This is an optimization exercise on Yosys and OpenROAD, whose aim is a short achievable clock period and few clock cycles, not a production implementation. RTL that was checked went through simulation tests only; none was proved equivalent to the original. No driver is modelled on the clock port, so clocking that relies on it looks cheaper here than on a real chip. Power is estimated from default activity; no workload was simulated.

rev 12:
Design Simple_Single_CPU, start of the top module:
module Simple_Single_CPU
(
    input         clk_i,
    input         rst_n,
    output [31:0] imem_addr_o,
    input  [31:0] imem_rdata_i,
    output [31:0] dmem_addr_o,
    output [31:0] dmem_wdata_o,
    output        dmem_we_o,
    output        dmem_re_o,
    input  [31:0] dmem_rdata_i
);
For scale: ~93000 um^2 of cells after synthesis.
Settings: LEC_CHECK=0, ABC_CLOCK_PERIOD_IN_PS=5000, CAP_MARGIN=20, CORE_MARGIN=2, CORE_UTILIZATION=35, PLACE_DENSITY=0.5, SETUP_SLACK_MARGIN=5, SLEW_MARGIN=20, SYNTH_HIERARCHICAL=1; clock period 11.0 ns.
standard.sh (not shown) runs the stock make flow with config.mk's settings and CLKGATE_MAP_FILE= SYNTH_SCRIPT=/design/flow/synth_recipe.tcl, a recipe that flattens the netlist after the stock synthesis.
==> flow/flow/run.sh <==
#!/bin/bash
# The standard layout (the standard.sh, its synthesis unchanged), with these
# changes to how the layout is optimised:
#  - timing repair aims at a slack well above the 11 ns clock's, so that it keeps
#    shortening the critical paths;
#  - the port buffers are buf_8 cells rather than the resizer's default choice;
#  - an extra timing repair pass after CTS (flow/post_cts.tcl), through ORFS's
#    step hook.
# make's full output goes to standard_make.log; each ORFS step also keeps its own
# log under orfs/logs/.
set -euo pipefail
F=$(pwd)/flow
bash standard.sh SETUP_SLACK_MARGIN=7.6 \
    "BUFFER_PORTS_ARGS=-buffer_cell sky130_fd_sc_hd__buf_8" \
    POST_CTS_TCL=$F/post_cts.tcl \
    finish > standard_make.log 2>&1
==> flow/flow/post_cts.tcl <==
# Run after CTS's own timing repair.
# 1. Weak gates that drive long nets: a single-strength cell whose net spans more
#    than 50 um (half-perimeter of its pins' cells) becomes the strength-4 (else 2)
#    cell of the same function, so that later extraction finds no slow, long,
#    weakly driven wire that the repair, working from estimates, left alone.
# 2. One more timing repair pass, then legalize.
set block [ord::get_db_block]
set db [ord::get_db]
set thr [expr {50 * [$block getDbUnitsPerMicron]}]
set n 0
foreach net [$block getNets] {
  if {[$net getSigType] ne "SIGNAL"} { continue }
  set drv ""
  set xs {}
  set ys {}
  foreach it [$net getITerms] {
    set b [[$it getInst] getBBox]
    lappend xs [$b xMin]
    lappend ys [$b yMin]
    if {[$it isOutputSignal]} { set drv [$it getInst] }
  }
  if {$drv eq "" || [llength $xs] < 2} { continue }
  set hp [expr {[tcl::mathfunc::max {*}$xs] - [tcl::mathfunc::min {*}$xs] + [tcl::mathfunc::max {*}$ys] - [tcl::mathfunc::min {*}$ys]}]
  if {$hp < $thr} { continue }
  set m [[$drv getMaster] getName]
  if {![regexp {^(sky130_fd_sc_hd__(nand|nor|a2|o2|a3|o3|a4|o4|inv|xor|xnor|and|or|mux)[a-z0-9]*)_[01]$} $m -> base]} { continue }
  foreach s {4 2} {
    set nm [$db findMaster ${base}_$s]
    if {$nm ne ""} {
      $drv swapMaster $nm
      incr n
      break
    }
  }
}
puts "post_cts: upsized $n weak drivers of long nets"
detailed_placement
estimate_parasitics -placement
report_worst_slack -max
repair_timing_helper
detailed_placement
check_placement -verbose
estimate_parasitics -placement
report_worst_slack -max
Per the final summary, rev 12 finished and its layout is clean on timing, DRC and antenna.
Setup changes, rev 12 to rev 13
-- flow/design.v --
<<< rev 12, line 13
    reg  [31:0] pcF;
    reg  [31:0] pcO;      
    reg  [31:0] pcC;      
    reg         fwE;      
    reg         fastE;    
>>> rev 13, line 13
    reg  [31:0] pcF;
    reg  [31:0] pcO;      
    reg         fwE;      
    reg         fastE;    
<<< rev 12, line 131
    wire eqP;
    cpu_sumeq u_seq (.a(A), .b(B), .k(kP), .eq(eqP));
    wire lpPre = predV & (pcC == predPC) & fastE & mSum & (rdE == predS) &
                 ~(wM & (rdM == predR));
    wire lpT;
    g_and2 u_lpt (.a(lpPre), .b(eqP), .y(lpT));
    wire bSame  = sameBR | (dBR & lpT);     
    wire brT    = dBR & ~off4 & (bSame | (zk1 & zk2));                    
>>> rev 13, line 130
    wire eqP;
    cpu_sumeq u_seq (.a(A), .b(B), .k(kP), .eq(eqP));
    wire lpT = predV & (pcF == predPC) & fastE & mSum & (rdE == predS) & eqP &
               ~(wM & (rdM == predR));
    wire bSame  = sameBR | (dBR & lpT);     
    wire brT    = dBR & ~off4 & (bSame | (zk1 & zk2));                    
<<< rev 12, line 176
    wire mispE  = jalrE | (brE & eq);
    wire [31:0] rtgt = jalrE ? sum : tgtE;
    wire dR, dJ, bZ, bS, j4n;
    cpu_fsel u_fsel (.dJAL(dJAL), .dJALR(dJALR), .jalrF(jalrF), .dBR(dBR), .sameBR(sameBR),
                     .lpT(lpT), .lduse(lduse), .dJ(dJ), .dR(dR), .bZ(bZ), .bS(bS), .j4n(j4n));
    wire [31:0] p4h;
    cpu_mux2 #(32) u_p4h (.s(lduse), .a(pcF), .b(pc4F), .y(p4h));
>>> rev 13, line 173
    wire mispE  = jalrE | (brE & eq);
    wire [31:0] rtgt = jalrE ? sum : tgtE;
    wire nh  = ~lduse;
    wire dR  = dJALR & jalrF & nh;
    wire dJ  = dJAL & nh;
    wire bZ  = dBR & nh;
    wire bS  = bZ & bSame;                    
    wire j4n = (jmpF | bS) & nh;              
    wire [31:0] p4h;
    cpu_mux2 #(32) u_p4h (.s(lduse), .a(pcF), .b(pc4F), .y(p4h));
<<< rev 12, line 189
        .bl(tBl), .b1(tB1), .b0(tB0), .y(pcN));
    cpu_pass #(32) u_pco (.a(pcN), .y(pcNo));
    wire [31:0] pcNc;
    cpu_pass #(32) u_pcc (.a(pcN), .y(pcNc));
    wire vF = ~mispE & ~lduse;    
    wire        x1w  = wM & x1M;
>>> rev 13, line 189
        .bl(tBl), .b1(tB1), .b0(tB0), .y(pcN));
    cpu_pass #(32) u_pco (.a(pcN), .y(pcNo));
    wire vF = ~mispE & ~lduse;    
    wire        x1w  = wM & x1M;
<<< rev 12, line 199
            pcF   <= 32'd0;
            pcO   <= 32'd0;
            pcC   <= 32'd0;
            fwE   <= 1'b0; fastE <= 1'b0; lateE <= 1'b0; rdmE <= 1'b0; stE <= 1'b0;
            brE   <= 1'b0; jalrE <= 1'b0; auiE <= 1'b0; x1E <= 1'b0;
>>> rev 13, line 197
            pcF   <= 32'd0;
            pcO   <= 32'd0;
            fwE   <= 1'b0; fastE <= 1'b0; lateE <= 1'b0; rdmE <= 1'b0; stE <= 1'b0;
            brE   <= 1'b0; jalrE <= 1'b0; auiE <= 1'b0; x1E <= 1'b0;
<<< rev 12, line 211
            pcF   <= pcN;
            pcO   <= pcNo;
            pcC   <= pcNc;
            fwE   <= vF & dWen;
            fastE <= vF & dWen & ~dLD & ~aSlow;
>>> rev 13, line 208
            pcF   <= pcN;
            pcO   <= pcNo;
            fwE   <= vF & dWen;
            fastE <= vF & dWen & ~dLD & ~aSlow;
<<< rev 12, line 252
            predR  <= rs2;
            predS  <= rs1;
            predPC <= pcC;
        end
        if (kLoad) kP <= R2;
>>> rev 13, line 248
            predR  <= rs2;
            predS  <= rs1;
            predPC <= pcF;
        end
        if (kLoad) kP <= R2;
<<< rev 12, line 718
    g_inv   g5 (.a(en), .y(eq));
endmodule
module cpu_fsel
(
    input  dJAL,
    input  dJALR,
    input  jalrF,
    input  dBR,
    input  sameBR,
    input  lpT,
    input  lduse,
    output dJ,
    output dR,
    output bZ,
    output bS,
    output j4n
);
    assign dJ  = dJAL & ~lduse;
    assign dR  = dJALR & jalrF & ~lduse;
    assign bZ  = dBR & ~lduse;
    assign bS  = dBR & (sameBR | lpT) & ~lduse;                     
    assign j4n = (dJAL | (dJALR & jalrF) | (dBR & (sameBR | lpT))) & ~lduse;
endmodule
module g_mux2 (input s, input a, input b, output y);
    assign y = s ? a : b;
>>> rev 13, line 714
    g_inv   g5 (.a(en), .y(eq));
endmodule
module g_mux2 (input s, input a, input b, output y);
    assign y = s ? a : b;
==> comparison <==
Result for rev 12 and rev 13: all clean. Die: rev 13 smaller than rev 12. Sort rev 12 and rev 13 by met3 track demand over resource desc -> top: rev 13. Of the two values seen for largest power group, registers was produced by rev 12 and combinational logic by rev 13. In rev 13, number of cell instances on the worst register-to-register path is higher than in rev 12. Rev 13 vs rev 12: wire length up in rev 13. Going from rev 12 to rev 13, initial standard-cell utilization of the core held; mapped cell area went down 1.2%; global-route usage +1.1 points; fmax -6.0 MHz. In rev 13 relative to rev 12, footprint of the flip-flops and latches had gone down slightly. Of the two values seen for start-to-end type of the worst setup path, primary input to flop was produced by rev 12 and flop to flop by rev 13. Per the comparison of rev 13 with rev 12, die width fell 0.59%, worst clock skew on the final layout about even, share of the clock period used by the worst path rose 0.84 points. Rev 12 vs rev 13, critical-path cell with the highest stage delay: sky130_fd_sc_hd__a311oi_4 vs sky130_fd_sc_hd__or4_4.
No run of this note included a check of the RTL's function; only the layout flow was run.


Simple_Single_CPU, a different RTL version from the one above (not shown whole).
Size in the first run: roughly 7600 cells after synthesis, about 160 I/O pins, ~87000 µm² of cells after synthesis.
Design Simple_Single_CPU, start of the top module:
module Simple_Single_CPU
(
    input         clk_i,
    input         rst_n,
    output [31:0] imem_addr_o,
    input  [31:0] imem_rdata_i,
    output [31:0] dmem_addr_o,
    output [31:0] dmem_wdata_o,
    output        dmem_we_o,
    output        dmem_re_o,
    input  [31:0] dmem_rdata_i
);
Settings: LEC_CHECK=0, ABC_CLOCK_PERIOD_IN_PS=5000, CAP_MARGIN=20, CORE_MARGIN=2, CORE_UTILIZATION=35, PLACE_DENSITY=0.5, SETUP_SLACK_MARGIN=5, SLEW_MARGIN=20, SYNTH_HIERARCHICAL=1; clock period 11.0 ns.
Scripts as last shown in full above: flow/flow/run.sh, flow/flow/post_cts.tcl
Testbench counts at the start, summed over its fixed seeds: cycles 30,932.
Rerun with:
--- a/flow/design.v
+++ b/flow/design.v
@@ -15,14 +15,15 @@
     reg         fwE;      
     reg         fastE;    
     reg         lateE;    
     reg         rdmE;     
     reg         stE;      
     reg         brE;      
     reg         jalrE;    
+    reg         rpE;      
     reg         auiE;     
     reg         x1E;      
     reg  [4:0]  rdE;
     reg  [31:0] A, B, R2, pcE, tgtE, valE;
     reg         mSum, mOr, mAnd, mVal, slowE, sltE;
     reg         wM, ldM, weM, reM;
     reg         x1M;      
@@ -84,16 +85,16 @@
     wire [31:0] resE;
     wire [31:0] mval;
     cpu_mux2 #(32) u_mval (.s(ldM), .a(dmem_rdata_i), .b(resM), .y(mval));
     wire fE1 = fastE & (rdE == rs1);
     wire fE2 = fastE & (rdE == rs2);
     wire fM1 = wM & (rdM == rs1);
     wire fM2 = wM & (rdM == rs2);
-    wire fMl1 = fM1 & ldM & ~fE1, fMr1 = fM1 & ~ldM & ~fE1;
-    wire fMl2 = fM2 & ldM & ~fE2, fMr2 = fM2 & ~ldM & ~fE2;
+    wire fMl1 = fM1 & ldM, fMr1 = fM1 & ~ldM;
+    wire fMl2 = fM2 & ldM, fMr2 = fM2 & ~ldM;
     wire fEb  = fE2 & ~useImm;
     wire fMlb = fMl2 & ~useImm, fMrb = fMr2 & ~useImm;
     wire [31:0] imB = dST ? immS : immI;
     wire [31:0] pA, qA, pR, qR, pB, qB;
     cpu_fwd3 u_fwa (.d0(resE), .s0(fE1), .d1(dmem_rdata_i), .s1(fMl1), .d2(resM), .s2(fMr1), .p(pA), .q(qA));
     cpu_fwd3 u_fwr (.d0(resE), .s0(fE2), .d1(dmem_rdata_i), .s1(fMl2), .d2(resM), .s2(fMr2), .p(pR), .q(qR));
     cpu_fwd4 u_fwb (.d0(resE), .s0(fEb), .d1(dmem_rdata_i), .s1(fMlb), .d2(resM), .s2(fMrb),
@@ -155,56 +156,52 @@
     wire [31:0] dif = A - B;
     wire        slt = (A[31] ^ B[31]) ? A[31] : dif[31];
     wire [31:0] resMn = slowE ? (sltE ? {31'd0, slt} : dif) : resE;
     wire [31:0] resMno;
     cpu_pass #(32) u_rmo (.a(resMn), .y(resMno));
     wire eq;
     cpu_eq u_eq (.a(A), .b(R2), .eq(eq));
-    wire mispE  = jalrE | (brE & eq);
-    wire [31:0] rtgt = jalrE ? sum : tgtE;
-    wire nh  = ~lduse;
-    wire dR  = dJALR & jalrF & nh;
-    wire dJ  = dJAL & nh;
-    wire bZ  = dBR & nh;
-    wire bS  = bZ & sameBR;                   
-    wire j4n = (jmpF | bS) & nh;              
-    wire [31:0] p4h;
-    cpu_mux2 #(32) u_p4h (.s(lduse), .a(pcF), .b(pc4F), .y(p4h));
+    wire mispE  = rpE | jalrE | (brE & eq);
+    wire [31:0] rtgt = rpE ? pcE : jalrE ? sum : tgtE;
+    wire dR  = dJALR & jalrF;
+    wire bS  = dBR & sameBR;                  
+    wire j4n = jmpF | bS;                     
     wire [31:0] pcN, pcNo;
     cpu_pcsel u_pcn (
-        .sE(mispE), .j4n(j4n), .bZ(bZ), .bS(bS), .zk1(zk1), .zk2(zk2), .zk1b(zk1b), .zk2b(zk2b),
-        .cB(cB), .cBn(cBn), .dJ(dJ), .cJ(cJ), .dR(dR), .cR(cR),
-        .e(rtgt), .p4(p4h),
+        .sE(mispE), .j4n(j4n), .bZ(dBR), .bS(bS), .zk1(zk1), .zk2(zk2), .zk1b(zk1b), .zk2b(zk2b),
+        .cB(cB), .cBn(cBn), .dJ(dJAL), .cJ(cJ), .dR(dR), .cR(cR),
+        .e(rtgt), .p4(pc4F),
         .rl(tRl), .r1(tR1), .r0(tR0), .jl(tJl), .j1(tJ1), .j0(tJ0),
         .bl(tBl), .b1(tB1), .b0(tB0), .y(pcN));
     cpu_pass #(32) u_pco (.a(pcN), .y(pcNo));
     wire vF = ~mispE & ~lduse;    
     wire        x1w  = wM & x1M;
     wire [31:0] x1M1 = x1w ? mval : rfflat[63:32];
     wire [31:0] x1n  = x1E ? valE : x1M1;
     always @(posedge clk_i or negedge rst_n) begin
         if (!rst_n) begin
             pcF   <= 32'd0;
             pcO   <= 32'd0;
             fwE   <= 1'b0; fastE <= 1'b0; lateE <= 1'b0; rdmE <= 1'b0; stE <= 1'b0;
-            brE   <= 1'b0; jalrE <= 1'b0; auiE <= 1'b0; x1E <= 1'b0;
+            brE   <= 1'b0; jalrE <= 1'b0; rpE <= 1'b0; auiE <= 1'b0; x1E <= 1'b0;
             bjBad <= 1'b0;
             wM    <= 1'b0; weM <= 1'b0; reM <= 1'b0;
             rfv   <= 31'd0;
             zf    <= ~(31'd1 << 28);    
         end else begin
             pcF   <= pcN;
             pcO   <= pcNo;
             fwE   <= vF & dWen;
             fastE <= vF & dWen & ~dLD & ~aSlow;
             lateE <= vF & dWen & (dLD | aSlow);
             rdmE  <= vF & dLD;
             stE   <= vF & dST;
             brE   <= vF & dBR & ~brT & ~brN;
             jalrE <= vF & dJALR & ~jalrF;
+            rpE   <= ~mispE & lduse;
             auiE  <= vF & dAUI & rdnz;
             x1E   <= vF & dWen & (rd == 5'd1);
             bjBad <= x1E & ~mVal;
             wM    <= fwE;
             weM   <= stE;
             reM   <= rdmE;
             if (wM) begin
Outcome: Routed wire length shrinks by about 1.4%. Global-route usage shrinks by 1.2 points. Worst setup slack improves by 0.027 ns. Sequential power grows by 4.7%. Core utilization shrinks by 0.41 points. Hold slack degrades by 0.030 ns. Critical path depth shrinks by 1. Total power barely changes. Synthesized cell count hardly moves.
Function not checked in the second run of this note: the RTL went through the layout flow alone.


## job 105
Another version of the RTL of Simple_Single_CPU (not shown whole).
For scale: ~160 I/O pins, roughly 87000 um2 of cells after synthesis.
Settings: LEC_CHECK=0, ABC_CLOCK_PERIOD_IN_PS=5000, CAP_MARGIN=20, CORE_MARGIN=2, CORE_UTILIZATION=35, PLACE_DENSITY=0.5, SETUP_SLACK_MARGIN=5, SLEW_MARGIN=20, SYNTH_HIERARCHICAL=1; clock period 11.0 ns.
Scripts as last shown in full above: flow/flow/run.sh, flow/flow/post_cts.tcl
What job 102 does differently from job 105 at the input level:
-- flow/design.v --
<<< job 105, line 23
    reg         x1E;      
    reg  [4:0]  rdE;
    reg  [31:0] A, B, R2, pcE, tgtE, valE;
    reg         mSum, mOr, mAnd, mVal, slowE, sltE;
>>> job 102, line 23
    reg         x1E;      
    reg  [4:0]  rdE;
    reg  [4:0]  predR;
    reg         predV;
    reg  [31:0] kP;
    reg  [31:0] A, B, R2, pcE, tgtE, valE;
    reg         mSum, mOr, mAnd, mVal, slowE, sltE;
<<< job 105, line 78
    endgenerate
    wire [31:0] oh1, oh2, ohz1, ohz2;
    cpu_dec5g  u_oh1 (.a(rs1), .y(oh1));
    cpu_dec5g  u_oh2 (.a(rs2), .y(oh2));
    cpu_dec5g  u_oz1 (.a(rs1), .y(ohz1));
    cpu_dec5g  u_oz2 (.a(rs2), .y(ohz2));
>>> job 102, line 81
    endgenerate
    wire [31:0] oh1, oh2, ohz1, ohz2;
    cpu_dec5   u_oh1 (.a(rs1), .y(oh1));
    cpu_dec5   u_oh2 (.a(rs2), .y(oh2));
    cpu_dec5g  u_oz1 (.a(rs1), .y(ohz1));
    cpu_dec5g  u_oz2 (.a(rs2), .y(ohz2));
<<< job 105, line 122
    wire off4   = (immB == 32'd4);
    wire sameBR = (rs1 == rs2);
    wire brT    = dBR & ~off4 & (sameBR | (zk1 & zk2));                   
    wire brN    = dBR & (off4 | (~sameBR & ((zk1 & nk2) | (nk1 & zk2))));  
    wire [31:0] pc4F;
>>> job 102, line 125
    wire off4   = (immB == 32'd4);
    wire sameBR = (rs1 == rs2);
    wire eqP;
    cpu_sumeq u_seq (.a(A), .b(B), .k(kP), .eq(eqP));
    wire lpOK = fastE & mSum & predV & eqP & ~(wM & (rdM == predR));    
    wire lpT  = dBR & lpOK & (rdE == rs1) & (predR == rs2);
    wire bSame  = sameBR | lpT;             
    wire brT    = dBR & ~off4 & (bSame | (zk1 & zk2));                    
    wire brN    = dBR & (off4 | (~sameBR & ((zk1 & nk2) | (nk1 & zk2))));  
    wire [31:0] pc4F;
<<< job 105, line 162
    wire mispE  = jalrE | (brE & eq);
    wire [31:0] rtgt = jalrE ? sum : tgtE;
    wire dR, dJ, bZ, bS, j4n;
    cpu_fsel u_fsel (.dJAL(dJAL), .dJALR(dJALR), .jalrF(jalrF), .dBR(dBR), .sameBR(sameBR),
                     .lduse(lduse), .dJ(dJ), .dR(dR), .bZ(bZ), .bS(bS), .j4n(j4n));
    wire [31:0] p4h;
    cpu_mux2 #(32) u_p4h (.s(lduse), .a(pcF), .b(pc4F), .y(p4h));
>>> job 102, line 170
    wire mispE  = jalrE | (brE & eq);
    wire [31:0] rtgt = jalrE ? sum : tgtE;
    wire nh  = ~lduse;
    wire dR  = dJALR & jalrF & nh;
    wire dJ  = dJAL & nh;
    wire bZ  = dBR & nh;
    wire bS  = bZ & bSame;                    
    wire j4n = (jmpF | bS) & nh;              
    wire [31:0] p4h;
    cpu_mux2 #(32) u_p4h (.s(lduse), .a(pcF), .b(pc4F), .y(p4h));
<<< job 105, line 185
            fwE   <= 1'b0; fastE <= 1'b0; lateE <= 1'b0; rdmE <= 1'b0; stE <= 1'b0;
            brE   <= 1'b0; jalrE <= 1'b0; auiE <= 1'b0; x1E <= 1'b0;
            bjBad <= 1'b0;
            wM    <= 1'b0; weM <= 1'b0; reM <= 1'b0;
>>> job 102, line 196
            fwE   <= 1'b0; fastE <= 1'b0; lateE <= 1'b0; rdmE <= 1'b0; stE <= 1'b0;
            brE   <= 1'b0; jalrE <= 1'b0; auiE <= 1'b0; x1E <= 1'b0;
            predV <= 1'b0;
            bjBad <= 1'b0;
            wM    <= 1'b0; weM <= 1'b0; reM <= 1'b0;
<<< job 105, line 198
            stE   <= vF & dST;
            brE   <= vF & dBR & ~brT & ~brN;
            jalrE <= vF & dJALR & ~jalrF;
            auiE  <= vF & dAUI & rdnz;
>>> job 102, line 210
            stE   <= vF & dST;
            brE   <= vF & dBR & ~brT & ~brN;
            if (vF & dBR & fwE & (rdE == rs1)) predV <= (rdE != rs2);
            jalrE <= vF & dJALR & ~jalrF;
            auiE  <= vF & dAUI & rdnz;
<<< job 105, line 226
        sltE  <= aSlt;
        baseJ <= (vF & dAUI & rdnz) ? auiF : x1n;
        ldM   <= rdmE;
        x1M   <= x1E;
>>> job 102, line 239
        sltE  <= aSlt;
        baseJ <= (vF & dAUI & rdnz) ? auiF : x1n;
        if (vF & dBR & fwE & (rdE == rs1)) begin
            predR <= rs2;
            kP    <= r2v;             
        end else if (wM & (rdM == predR)) begin
            kP    <= mval;
        end
        ldM   <= rdmE;
        x1M   <= x1E;
<<< job 105, line 653
    assign y = ~(a & b & c);
endmodule
module cpu_fsel
(
    input  dJAL,
    input  dJALR,
    input  jalrF,
    input  dBR,
    input  sameBR,
    input  lduse,
    output dJ,
    output dR,
    output bZ,
    output bS,
    output j4n
);
    assign dJ  = dJAL & ~lduse;
    assign dR  = dJALR & jalrF & ~lduse;
    assign bZ  = dBR & ~lduse;
    assign bS  = dBR & sameBR & ~lduse;                  
    assign j4n = (dJAL | (dJALR & jalrF) | (dBR & sameBR)) & ~lduse;
endmodule
module cpu_pass #(parameter W = 32)
>>> job 102, line 672
    assign y = ~(a & b & c);
endmodule
module cpu_sumeq
(
    input  [31:0] a,
    input  [31:0] b,
    input  [31:0] k,
    output        eq
);
    wire [31:0] g = (a & b) | ((a ^ b) & ~k);
    assign eq = ((a ^ b ^ k) == {g[30:0], 1'b0});
endmodule
module cpu_pass #(parameter W = 32)
Results
Job 102 finished every stage and its layout cleared the timing, design-rule and antenna checks. Every stage of the flow completed for job 105, and the final layout passed the timing, design-rule and antenna checks. [compare] base=job 105 new=job 102: register cell area after layout went up about 3%; overall routed net length picked up an extra 6.5%. Max routing usage on met3 across job 102 and job 105: job 102. Job 102 vs job 105 on number of inserted filler cells in the final layout: job 102 is the higher one. When the final numbers for job 102 and job 105 were put side by side, the first-iteration DRC count turned out to be smaller in job 105. Sort job 102 and job 105 by relative contribution of the clock network to total power, ascending, and job 105 comes first. From job 105 to job 102 the numbers moved as follows: pre-CTS worst setup slack fell by 500 ps; net total in the final layout grew by 302; least setup slack across all paths after layout lower; maximum fanout along the worst path lost 6; combinational power climbed 6.6%. Job 102 vs job 105 — multi-input combinational gate total climbed by a few percent. Maximum ir drop on the vdd rail grows by a few percent when moving from job 105 to job 102. Post-synthesis cell count is higher on job 102.
No run of this note included a check of the RTL's function; only the layout flow was run.

-- afterwards: timing with drivers on the ports --
No port has a modelled driver above. Below, the same layouts with a new extraction and two added sets of constraints. Step 1, drivers: a clkbuf_16 drives clk_i and a buf_2 each remaining input, both assumed. Step 2 also shifts input and output timing later by t, the mid clock arrival at the registers, as if the neighbouring blocks saw the same clock. Slacks: ideal / step 1 / step 2; pairs: ideal / step 1.
| run | t (ns) | setup slack, ns | hold slack, ns | clock arrival spread, ns | worst data-port slew with drivers (ns) |
|---|---|---|---|---|---|
| rev 12 | 0.980 | 7.110 / 7.023 / 6.043 | 0.361 / 0.361 / 0.361 | 0.109 / 0.109 | 0.31 |
| rev 13 | 0.973 | 7.017 / 6.934 / 5.961 | 0.358 / 0.358 / 0.358 | 0.115 / 0.116 | 0.30 |
| the first run of note 2 | 0.940 | 7.294 / 7.056 / 6.116 | 0.378 / 0.378 / 0.378 | 0.075 / 0.075 | 0.45 |
| the second run of note 2 | 0.956 | 7.321 / 7.009 / 6.053 | 0.348 / 0.348 / 0.348 | 0.058 / 0.058 | 0.52 |
| job 105 | 0.937 | 7.198 / 7.063 / 6.126 | 0.343 / 0.343 / 0.343 | 0.091 / 0.090 | 0.26 |
| job 102 | 0.976 | 6.929 / 6.761 / 5.786 | 0.346 / 0.346 / 0.346 | 0.065 / 0.065 | 0.40 |
After both steps setup and hold are still met in every run listed. For the second run of note 2, which loses most, drivers alone change the setup slack by -0.312 ns; drivers and shift together by -1.268 ns.
